From an optimization exercise on the open Yosys and OpenROAD flow, aimed at small area; shortcuts taken in it are not production practice. RTL that was checked went through simulation tests only; none was proved equivalent to the original. The clock port is modelled as an ideal driver, which makes a skipped or thinned clock tree look cheaper than it is; a real chip needs a root buffer or a tree. Power and IR drop assume default switching activity.

==> flow/design.v <==
`timescale 1ns/1ps
module mtm_Alu (
    input  wire clk,    
    input  wire rst_n,  
    input  wire sin,    
    output wire sout    
);
localparam [1:0] RX = 2'd0, CP = 2'd1, TX = 2'd2, TE = 2'd3;
reg  [1:0]  ph;
reg  [3:0]  bc;
reg  [3:0]  fc;
reg  [64:0] q;       
reg         p;       
reg         ls, rs;  
reg         sd;      
reg         dly;     
reg         t;       
reg  [3:0]  crc;     
reg         op2, op0;
reg         cf;      
wire rx = (ph == RX);
wire cp = (ph == CP);
wire tx = (ph == TX);
wire te = (ph == TE);
wire pay   = !bc[3];                 
wire b7    = (bc == 4'd7);
wire b8    = (bc == 4'd8);
wire full  = !fc[3] && fc[2] && fc[1];  
wire rend  = ph[1] && b7 && (ph[0] || fc[2]);    
wire a   = q[0] ^ p;
wire b   = q[32] ^ p;
wire c   = op2 ? (a ^ b ^ cf) : (op0 ? (a | b) : (a & b));
wire cfn = op2 & (((a ^ op0) & b) | (((a ^ op0) | b) & cf));
wire step = cp && rs && !dly;    
reg  tbit;
always @* begin
    if (te)
        case ({t && full, dly})
            2'b11:   tbit = 8'b11001001 >> bc[2:0];    
            2'b10:   tbit = 8'b10100101 >> bc[2:0];    
            default: tbit = 8'b10010011 >> bc[2:0];    
        endcase
    else if (fc[2] && bc[2] && bc[1:0] != 2'd0)
        tbit = crc[2];
    else
        tbit = q[31] ^ p;    
end
wire cd  = ph[1] ? tbit : (sin | (t && bc == 4'd0));    
wire cfb = cd ^ (ph[1] ? crc[2] : crc[3]);
wire crc_ok = (crc[2:0] == 3'd0) && !cfb;
wire push = rx && !t && (pay || (b8 && dly));
wire txsh = tx && pay;
wire up_n = ls && !push && !txsh;
reg  [1:0] ph_n;
reg  [3:0] bc_n, fc_n;
always @* begin
    ph_n = ph;
    fc_n = fc;
    if (rx && b8)
        bc_n = sin ? bc : 4'd15;
    else if (cp && !step)
        bc_n = bc;
    else
        bc_n = bc + 4'd1;
    if (b7 && (tx || step || (rx && !t)))    
        fc_n = fc + 4'd1;
    if (rx && b7 && (t || full)) begin
        if (t && full && !dly && crc_ok) begin
            ph_n = CP;
        end else begin
            ph_n = TE;
        end
    end
    if (step && b7 && fc[0])
        ph_n = TX;
    if (rend) begin
        ph_n = RX;
        fc_n = 4'd14;
    end
    if (!rst_n) begin
        ph_n = RX;
        bc_n = 4'd8;
        fc_n = 4'd14;
    end
end
wire cp_n   = cp && !(step && b7 && fc[0]);
wire push_n = rx && !t && ((!bc[3] && !b7) || (b7 && dly));
wire txsh_n = tx && ((!bc[3] && !b7) || (bc == 4'd15));
wire ls_n   = push_n || txsh_n || (!cp_n && !up_n);
reg  flagv;
always @*
    case (bc[2:0])
        3'd1:    flagv = cf;
        3'd2:    flagv = sd;
        3'd3:    flagv = t;
        3'd4:    flagv = q[35] ^ p;
        default: flagv = 1'b0;
    endcase
wire lo  = (tx ? flagv : dly ? sd : sin) ^ p;
wire hi  = 1'b0;
wire mid = step ? (c ^ p) : q[32];
integer i;
always @(posedge clk) begin
    p   <= !p;
    ls  <= ls_n;
    rs  <= !ls_n;
    ph  <= ph_n;
    bc  <= bc_n;
    fc  <= fc_n;
    q[0]  <= !((lo | rs) & (q[1] | ls));
    for (i = 1; i < 64; i = i + 1)
        if (i != 31) q[i] <= !((q[i-1] | rs) & (q[i+1] | ls));
    q[31] <= !((q[30] | rs) & (mid | ls));
    q[64] <= !((q[63] | rs) & (hi | ls));
    if (!cp && pay) crc <= {crc[2:0], 1'b0} ^ {2'b00, cfb, cfb};
    if (rend) crc <= 4'd0;
    if (rx) sd <= sin;
    if (rx) begin
        if (bc == 4'd15) t <= sin;
        if (b8) dly <= 1'b0;
        if (!t && bc == 4'd0) dly <= rs;    
        if (t && bc == 4'd2) dly <= sin;
        if (bc == 4'd1) op2 <= sin;    
        if (bc == 4'd3) op0 <= sin;
        cf <= 1'b0;
    end
    if (ph_n == CP) dly <= up_n;
    if (step) begin
        cf <= cfn;
        sd <= cf ^ cfn;
        t  <= t & !c;
    end
    if (!rst_n) begin
        p   <= 1'b0;
        ls  <= 1'b1;
        rs  <= 1'b0;
        crc <= 4'd0;
    end
end
assign sout = (rx || cp) || !((bc == 4'd14) || ((bc == 4'd15) && tx && !fc[2]) || (pay && !tbit));
endmodule
export LEC_CHECK = 0
export ABC_AREA = 1
export CAP_MARGIN = 20
export CORE_MARGIN = 2
export CORE_UTILIZATION = 40
export SLEW_MARGIN = 20
create_clock -name core_clock -period 8.0 [get_ports {clk}]
standard.sh (not shown) runs the stock make flow with config.mk's settings and CLKGATE_MAP_FILE= SYNTH_SCRIPT=/design/flow/synth_recipe.tcl, a recipe that flattens the netlist after the stock synthesis.
==> flow/flow/run.sh <==
#!/bin/bash
# The standard layout (standard.sh), with these changes:
#  - the port buffers are buf_1 cells;
#  - after clock tree synthesis, flow/clocktree.tcl replaces its tree by three clkbuf_16
#    buffers fed by the clock port, each driving the clock pins of a third of the
#    flip-flops (cut by position), and sets combinational gates to their smallest drive
#    (repair_design then fixes any slew or capacitance limit); the rest of the flow
#    (routing, finish) is standard.
# Logs: standard_cts.log and standard.log (make's output), clocktree.log (OpenROAD's),
# and each ORFS step's full log under orfs/logs.
set -euo pipefail
# Synthesis: ORFS's, unchanged but for the mapping of the combinational logic: the ABC
# script (flow/abc_area.script: area-oriented mapping, no up-sizing), and no adder cells. Flip-flops are mapped before
# ABC runs, so the registers, their names and their cell types are the standard synthesis's.
rm -rf scripts_abc
cp -r "${FLOW_HOME}/scripts" scripts_abc
cp flow/abc_area.script scripts_abc/abc_area.script
export SCRIPTS_DIR="$PWD/scripts_abc"
# No adder extraction either: ABC maps the counters' increments with the rest.
export ADDER_MAP_FILE=
export CTS_ARGS="-sink_clustering_enable -repair_clock_nets -dont_use_dummy_load"
export BUFFER_PORTS_ARGS="-buffer_cell sky130_fd_sc_hd__buf_1"
bash standard.sh cts > standard_cts.log 2>&1
R=orfs/results/${FLOW_PLATFORM}/mtm_Alu/base
LIB=$(ls ${FLOW_HOME}/platforms/${FLOW_PLATFORM}/lib/sky130_fd_sc_hd__tt_025C_1v80.lib) \
PLATFORM_DIR=${FLOW_HOME}/platforms/${FLOW_PLATFORM} \
IN_ODB=$R/4_cts.odb IN_SDC=$R/4_cts.sdc OUT_ODB=$R/4_cts_new.odb \
NBUF=3 BUFCELL=sky130_fd_sc_hd__clkbuf_16 \
  openroad -no_init -exit flow/clocktree.tcl > clocktree.log 2>&1
cp $R/4_cts_new.odb $R/4_1_cts.odb
sleep 1
cp $R/4_cts_new.odb $R/4_cts.odb
rm -f $R/4_cts_new.odb
bash standard.sh > standard.log 2>&1
Other scripts of this flow, unchanged in this note and not shown: flow/flow/abc_area.script, flow/flow/clocktree.tcl
The baseline finished with timing, DRC and antenna clean.
Change:
--- a/flow/design.v
+++ b/flow/design.v
@@ -38,20 +38,21 @@
         case ({t && full, dly})
             2'b11:   tbit = 8'b11001001 >> bc[2:0];    
             2'b10:   tbit = 8'b10100101 >> bc[2:0];    
             default: tbit = 8'b10010011 >> bc[2:0];    
         endcase
-    else if (fc[2] && bc[2] && bc[1:0] != 2'd0)
-        tbit = crc[2];
+    else if (fc[2])
+        tbit = (bc[2:0] == 3'd0) ? 1'b0 : (bc[2:0] == 3'd4) ? (q[63] ^ p) :
+               bc[2] ? crc[2] : cf;    
     else
-        tbit = q[31] ^ p;    
+        tbit = q[31] ^ p;
 end
 wire cd  = ph[1] ? tbit : (sin | (t && bc == 4'd0));    
 wire cfb = cd ^ (ph[1] ? crc[2] : crc[3]);
 wire crc_ok = (crc[2:0] == 3'd0) && !cfb;
 wire push = rx && !t && (pay || (b8 && dly));
-wire txsh = tx && pay;
+wire txsh = tx && pay && !fc[2];
 wire up_n = ls && !push && !txsh;
 reg  [1:0] ph_n;
 reg  [3:0] bc_n, fc_n;
 always @* begin
     ph_n = ph;
@@ -83,22 +84,13 @@
         fc_n = 4'd14;
     end
 end
 wire cp_n   = cp && !(step && b7 && fc[0]);
 wire push_n = rx && !t && ((!bc[3] && !b7) || (b7 && dly));
-wire txsh_n = tx && ((!bc[3] && !b7) || (bc == 4'd15));
+wire txsh_n = tx && !fc[2] && ((!bc[3] && !b7) || (bc == 4'd15));
 wire ls_n   = push_n || txsh_n || (!cp_n && !up_n);
-reg  flagv;
-always @*
-    case (bc[2:0])
-        3'd1:    flagv = cf;
-        3'd2:    flagv = sd;
-        3'd3:    flagv = t;
-        3'd4:    flagv = q[35] ^ p;
-        default: flagv = 1'b0;
-    endcase
-wire lo  = (tx ? flagv : dly ? sd : sin) ^ p;
+wire lo  = (dly ? sd : sin) ^ p;
 wire hi  = 1'b0;
 wire mid = step ? (c ^ p) : q[32];
 integer i;
 always @(posedge clk) begin
     p   <= !p;
@@ -123,10 +115,14 @@
         if (bc == 4'd1) op2 <= sin;    
         if (bc == 4'd3) op0 <= sin;
         cf <= 1'b0;
     end
     if (ph_n == CP) dly <= up_n;
+    if (ph[1] && fc[2] && pay && bc[2:0] != 3'd0) begin    
+        cf <= sd;
+        sd <= t;
+    end
     if (step) begin
         cf <= cfn;
         sd <= cf ^ cfn;
         t  <= t & !c;
     end
Total power decreases by 3.4%.
Sequential share of layout area went down by 0.40 points.
Design area is higher by 0.73%.
Global-route usage hardly moves.
Combinational power fell by about 6%.
Worst setup slack is better by 0.064 ns.
No run of this note takes its clock network from TritonCTS; it comes from the design's own scripts or RTL.

---

07-17:
// mtm_Alu: RTL as listed in full above, without the edits since
export LEC_CHECK = 0
export ABC_AREA = 1
export CAP_MARGIN = 20
export CORE_MARGIN = 2
export CORE_UTILIZATION = 40
export SLEW_MARGIN = 20
create_clock -name core_clock -period 8.0 [get_ports {clk}]
==> flow/flow/run.sh <==
#!/bin/bash
# The standard layout (standard.sh, standard synthesis unchanged), with these changes:
#  - the port buffers are buf_1 cells;
#  - after clock tree synthesis, flow/clocktree.tcl replaces its tree by three clkbuf_16
#    buffers fed by the clock port, each driving the clock pins of a third of the
#    flip-flops (cut by position); the rest of the flow (routing, finish) is standard.
# Logs: standard_cts.log and standard.log (make's output), clocktree.log (OpenROAD's),
# and each ORFS step's full log under orfs/logs.
set -euo pipefail
export CTS_ARGS="-sink_clustering_enable -repair_clock_nets -dont_use_dummy_load"
export BUFFER_PORTS_ARGS="-buffer_cell sky130_fd_sc_hd__buf_1"
bash standard.sh cts > standard_cts.log 2>&1
R=orfs/results/${FLOW_PLATFORM}/mtm_Alu/base
LIB=$(ls ${FLOW_HOME}/platforms/${FLOW_PLATFORM}/lib/sky130_fd_sc_hd__tt_025C_1v80.lib) \
PLATFORM_DIR=${FLOW_HOME}/platforms/${FLOW_PLATFORM} \
IN_ODB=$R/4_cts.odb IN_SDC=$R/4_cts.sdc OUT_ODB=$R/4_cts_new.odb \
NBUF=3 BUFCELL=sky130_fd_sc_hd__clkbuf_16 \
  openroad -no_init -exit flow/clocktree.tcl > clocktree.log 2>&1
cp $R/4_cts_new.odb $R/4_1_cts.odb
sleep 1
cp $R/4_cts_new.odb $R/4_cts.odb
rm -f $R/4_cts_new.odb
bash standard.sh > standard.log 2>&1
Other scripts of this flow, unchanged in this note and not shown: flow/flow/clocktree.tcl
07-17: done, clean on timing, DRC and antenna
What 11-21 does differently from 07-17 at the input level:
--- a/flow/design.v
+++ b/flow/design.v
@@ -39,18 +39,19 @@
             2'b11:   tbit = 8'b11001001 >> bc[2:0];    
             2'b10:   tbit = 8'b10100101 >> bc[2:0];    
             default: tbit = 8'b10010011 >> bc[2:0];    
         endcase
-    else if (fc[2] && bc[2] && bc[1:0] != 2'd0)
-        tbit = crc[2];
+    else if (fc[2])
+        tbit = (bc[2:0] == 3'd0) ? 1'b0 : (bc[2:0] == 3'd4) ? (q[63] ^ p) :
+               bc[2] ? crc[2] : cf;    
     else
-        tbit = q[31] ^ p;    
+        tbit = q[31] ^ p;
 end
 wire cd  = ph[1] ? tbit : (sin | (t && bc == 4'd0));    
 wire cfb = cd ^ (ph[1] ? crc[2] : crc[3]);
 wire crc_ok = (crc[2:0] == 3'd0) && !cfb;
 wire push = rx && !t && (pay || (b8 && dly));
-wire txsh = tx && pay;
+wire txsh = tx && pay && !fc[2];
 wire up_n = ls && !push && !txsh;
 reg  [1:0] ph_n;
 reg  [3:0] bc_n, fc_n;
 always @* begin
@@ -61,9 +62,9 @@
     else if (cp && !step)
         bc_n = bc;
     else
         bc_n = bc + 4'd1;
-    if (b7 && (tx || step || (rx && !t)))    
+    if (b7 && (ph[1] || step || (rx && !t)))    
         fc_n = fc + 4'd1;
     if (rx && b7 && (t || full)) begin
         if (t && full && !dly && crc_ok) begin
             ph_n = CP;
@@ -84,20 +85,11 @@
     end
 end
 wire cp_n   = cp && !(step && b7 && fc[0]);
 wire push_n = rx && !t && ((!bc[3] && !b7) || (b7 && dly));
-wire txsh_n = tx && ((!bc[3] && !b7) || (bc == 4'd15));
+wire txsh_n = tx && !fc[2] && ((!bc[3] && !b7) || (bc == 4'd15));
 wire ls_n   = push_n || txsh_n || (!cp_n && !up_n);
-reg  flagv;
-always @*
-    case (bc[2:0])
-        3'd1:    flagv = cf;
-        3'd2:    flagv = sd;
-        3'd3:    flagv = t;
-        3'd4:    flagv = q[35] ^ p;
-        default: flagv = 1'b0;
-    endcase
-wire lo  = (tx ? flagv : dly ? sd : sin) ^ p;
+wire lo  = (dly ? sd : sin) ^ p;
 wire hi  = 1'b0;
 wire mid = step ? (c ^ p) : q[32];
 integer i;
 always @(posedge clk) begin
@@ -121,11 +113,15 @@
         if (!t && bc == 4'd0) dly <= rs;    
         if (t && bc == 4'd2) dly <= sin;
         if (bc == 4'd1) op2 <= sin;    
         if (bc == 4'd3) op0 <= sin;
-        cf <= 1'b0;
     end
+    if (cp && !step) cf <= 1'b0;    
     if (ph_n == CP) dly <= up_n;
+    if (ph[1] && fc[2] && pay && bc[2:0] != 3'd0) begin    
+        cf <= sd;
+        sd <= t;
+    end
     if (step) begin
         cf <= cfn;
         sd <= cf ^ cfn;
         t  <= t & !c;
Notes after the runs:
In 11-21, the final critical path time including I/O delays and setup came out 32 ps above the value in 07-17.
From 11-21 to 07-17, flip-flop and latch count did not move at all.
Area share of xor/xnor cells in the synthesized design was lower in the run labelled 07-17.
Going from 07-17 to 11-21, combinational power shows an increase of about 3%, worst setup slack shows a reduction of 32 ps.
For 11-21, only the layout was checked, not whether the RTL still works. In every run of this note, the design's own scripts or RTL, not TritonCTS, make the clock network.

[re-timing with driven ports]
The flow's constraints put no driver on any port. The routed layouts listed below were extracted and timed again, unchanged, in two steps.
Step 1 (the two cells are an assumption about what drives the block):
set clk [get_ports {clk}]
set_driving_cell -lib_cell sky130_fd_sc_hd__clkbuf_16 $clk
set_driving_cell -lib_cell sky130_fd_sc_hd__buf_2 [delete_from_list [all_inputs] $clk]
Step 2, shift: input delay + t, output delay - t, t = (earliest + latest rising clock arrival at the registers) / 2. This alone moves slack from input paths to output paths.
Slacks: ideal ports / drivers / drivers and shift; pairs: ideal ports / drivers.
run	t (ns)	setup WS [ns]	worst data-port slew with drivers (ns)	cell pins on the clock port's net
the first run of note 1	0.218	4.461 / 4.405 / 4.623	0.03	3
the second run of note 1	0.222	4.525 / 4.466 / 4.687	0.03	3
07-17	0.223	4.568 / 4.511 / 4.734	0.03	3
11-21	0.223	4.536 / 4.477 / 4.700	0.03	3
After both steps setup and hold are still met in every run listed.
